Context: an optimization exercise on an open-source flow, tuned for small area. The choices shown serve that exercise and are no tape-out recipe. Only simulation tests tie the RTL to the original design; equivalence was not proved. Power and IR drop assume default switching activity.

==> run a <==
// rgb2gray_uhd_4ppc
module rgb2gray_uhd_4ppc
(
    input [95:0] VIDEO_IN_tdata,
    input VIDEO_IN_tlast,
    output VIDEO_IN_tready,
    input VIDEO_IN_tuser,
    input VIDEO_IN_tvalid,
    input s_axis_video_aclk,
    output [31:0] VIDEO_OUT_tdata,
    output VIDEO_OUT_tlast,
    input VIDEO_OUT_tready,
    output VIDEO_OUT_tuser,
    output VIDEO_OUT_tvalid
);
export LEC_CHECK = 0
export CAP_MARGIN = 20
export CORE_MARGIN = 2
export CORE_UTILIZATION = 40
export CTS_BUF_LIST = sky130_fd_sc_hd__clkbuf_16
export CTS_CLUSTER_DIAMETER = 80
export CTS_CLUSTER_SIZE = 25
export GPL_TIMING_DRIVEN = 0
export SLEW_MARGIN = 20
export SYNTH_HIERARCHICAL = 1
create_clock -name core_clock -period 4.0 [get_ports {s_axis_video_aclk}]
standard.sh (not shown) runs the stock make flow with config.mk's settings and CLKGATE_MAP_FILE= SYNTH_SCRIPT=/design/flow/synth_recipe.tcl, a recipe that flattens the netlist after the stock synthesis.
==> flow/flow/run.sh <==
#!/bin/bash
# Standard layout, with plain buf_1 cells as the port buffers and a clock tree
# without dummy loads and with a small root buffer.
set -euo pipefail
export BUFFER_PORTS_ARGS="-buffer_cell sky130_fd_sc_hd__buf_1"
export CTS_ARGS="-sink_clustering_enable -repair_clock_nets -sink_clustering_size 20 -sink_clustering_max_diameter 60 -buf_list {sky130_fd_sc_hd__clkbuf_8 sky130_fd_sc_hd__clkbuf_16} -sink_clustering_buffer sky130_fd_sc_hd__clkbuf_8 -root_buf sky130_fd_sc_hd__clkbuf_4 -dont_use_dummy_load"
bash standard.sh > standard.log 2>&1
==> inputs of run b, as changes to run a <==
CORE_UTILIZATION = 75   (was 40)
CTS_BUF_LIST = unset   (was sky130_fd_sc_hd__clkbuf_16)
CTS_CLUSTER_DIAMETER = unset   (was 80)
CTS_CLUSTER_SIZE = unset   (was 25)
==> inputs of run c, as changes to run a <==
--- a/flow/design.v
+++ b/flow/design.v
@@ -386,21 +386,21 @@
             rg_fa u138 (.a(fs89), .b(fc112), .c(fs113), .s(fs137), .co(fc138));
             rg_fa u140 (.a(fs93), .b(fc114), .c(fs115), .s(fs139), .co(fc140));
             rg_fa u142 (.a(fc94), .b(fs117), .c(fc116), .s(fs141), .co(fc142));
             rg_fa u144 (.a(fc98), .b(fs119), .c(fc118), .s(fs143), .co(fc144));
             rg_fa u146 (.a(a[7]), .b(c[6]), .c(fc120), .s(fs145), .co(fc146));
         wire [8:0] lc;
         assign lc[0] = 1'b0;
         assign lc[1] = (a[0] & b[0]) | (lc[0] & (a[0] | b[0]));
-        rg_maj m1 (.a(c[0]), .b(hs121), .c(lc[1]), .y(lc[2]));
-        rg_maj m2 (.a(hc122), .b(fs123), .c(lc[2]), .y(lc[3]));
-        rg_maj m3 (.a(fc124), .b(fs125), .c(lc[3]), .y(lc[4]));
-        rg_maj m4 (.a(fc126), .b(fs127), .c(lc[4]), .y(lc[5]));
-        rg_maj m5 (.a(fc128), .b(fs129), .c(lc[5]), .y(lc[6]));
+        assign lc[2] = (c[0] & hs121) | (lc[1] & (c[0] | hs121));
+        assign lc[3] = (hc122 & fs123) | (lc[2] & (hc122 | fs123));
+        assign lc[4] = (fc124 & fs125) | (lc[3] & (fc124 | fs125));
+        assign lc[5] = (fc126 & fs127) | (lc[4] & (fc126 | fs127));
+        assign lc[6] = (fc128 & fs129) | (lc[5] & (fc128 | fs129));
         assign lc[7] = (fc130 & fs131) | (lc[6] & (fc130 | fs131));
         assign lc[8] = (fc132 & fs133) | (lc[7] & (fc132 | fs133));
         assign c8[k] = lc[8];
         assign hx[8*k+:8] = {1'b0, c[7], fs145, fs143, fc140, fc138, fc136, fc134};
         assign hy[8*k+:8] = {1'b0, fc146, fc144, fc142, fs141, fs139, fs137, fs135};
         wire [8:0] rc;
         assign rc[0] = c1[k];
         rg_fa f2_0 (.a(x1[8*k+0]), .b(y1[8*k+0]), .c(rc[0]), .s(gray[8*k+0]), .co(rc[1]));
@@ -429,15 +429,12 @@
 assign VIDEO_OUT_tdata = r7[31:0];
 assign {VIDEO_OUT_tlast, VIDEO_OUT_tuser, VIDEO_OUT_tvalid} = r7[34:32];
 assign VIDEO_IN_tready = VIDEO_OUT_tready;
 endmodule
 module rg_fa (input a, input b, input c, output s, output co);
 assign s = a ^ b ^ c;
 assign co = (a & b) | (a & c) | (b & c);
 endmodule
-module rg_maj (input a, input b, input c, output y);
-assign y = (a & b) | (a & c) | (b & c);
-endmodule
 module rg_ha (input a, input b, output s, output co);
 assign s = a ^ b;
 assign co = a & b;
 endmodule
==> flow/flow/run.sh (replaced) <==
#!/bin/bash
# Standard layout, with plain buf_1 cells as the port buffers.
set -euo pipefail
export BUFFER_PORTS_ARGS="-buffer_cell sky130_fd_sc_hd__buf_1"
bash standard.sh > standard.log 2>&1
CTS_CLUSTER_DIAMETER = 100   (was 80)
CTS_CLUSTER_SIZE = 35   (was 25)
==> inputs of run d, as changes to run a <==
==> flow/flow/run.sh (replaced) <==
#!/bin/bash
# Standard layout, with plain buf_1 cells as the port buffers and a clock tree
# without dummy loads and with a small root buffer.
set -euo pipefail
export BUFFER_PORTS_ARGS="-buffer_cell sky130_fd_sc_hd__buf_1"
export CTS_ARGS="-sink_clustering_enable -repair_clock_nets -sink_clustering_size 18 -sink_clustering_max_diameter 60 -buf_list {sky130_fd_sc_hd__clkbuf_8 sky130_fd_sc_hd__clkbuf_16} -sink_clustering_buffer sky130_fd_sc_hd__clkbuf_8 -root_buf sky130_fd_sc_hd__clkbuf_4 -dont_use_dummy_load"
bash standard.sh > standard.log 2>&1
ABC_AREA = 1   (was unset)
CTS_BUF_LIST = unset   (was sky130_fd_sc_hd__clkbuf_16)
CTS_CLUSTER_DIAMETER = unset   (was 80)
CTS_CLUSTER_SIZE = unset   (was 25)
==> summary of the runs <==
- Between run a and run b, the lower via count is in run a (gap about 5.4%, measured against run b).
- First-iteration DRC count: run a is lower than run c (about 12%).
- Between run b and run a, the lower die area is in run b (gap 46%, measured against run a).
- Of run c and run b, run b has the higher core utilization (gap 37 points).
- Against run a, the sequential power of run b is larger by about 1%.

## separate check: timing with driven ports
The results above use ideal ports. As a check the final layouts listed here were re-extracted and re-timed, cells and wires unchanged.
Step 1 assumes that a clkbuf_16 drives the clock port and a buf_2 every other input.
Step 2 times the ports against the registers' clock, not the clock port: input delays grow and output delays shrink by t, the midpoint of the rising clock arrivals with the driver on.
Three values: ideal ports, drivers, drivers and shift; two values: the first two.
| run | t (ns) | setup slack, ns | worst data-port slew with drivers (ns) | pins driven straight from the clock port |
|---|---|---|---|---|
| run a | 0.627 | 0.731 / 0.731 / 0.190 | 0.09 | 1 |
| run b | 0.630 | 0.650 / 0.659 / 0.029 | 0.04 | 1 |
| run c | 0.507 | 0.311 / 0.328 / -0.179 | 0.07 | 1 |
| run d | 0.661 | 0.685 / 0.685 / 0.260 | 0.07 | 1 |
Met with ideal ports but missed after step 2: setup timing in run c. The setup slack of run b, which loses most, moves by +0.009 ns with the drivers and by -0.621 ns with both steps.
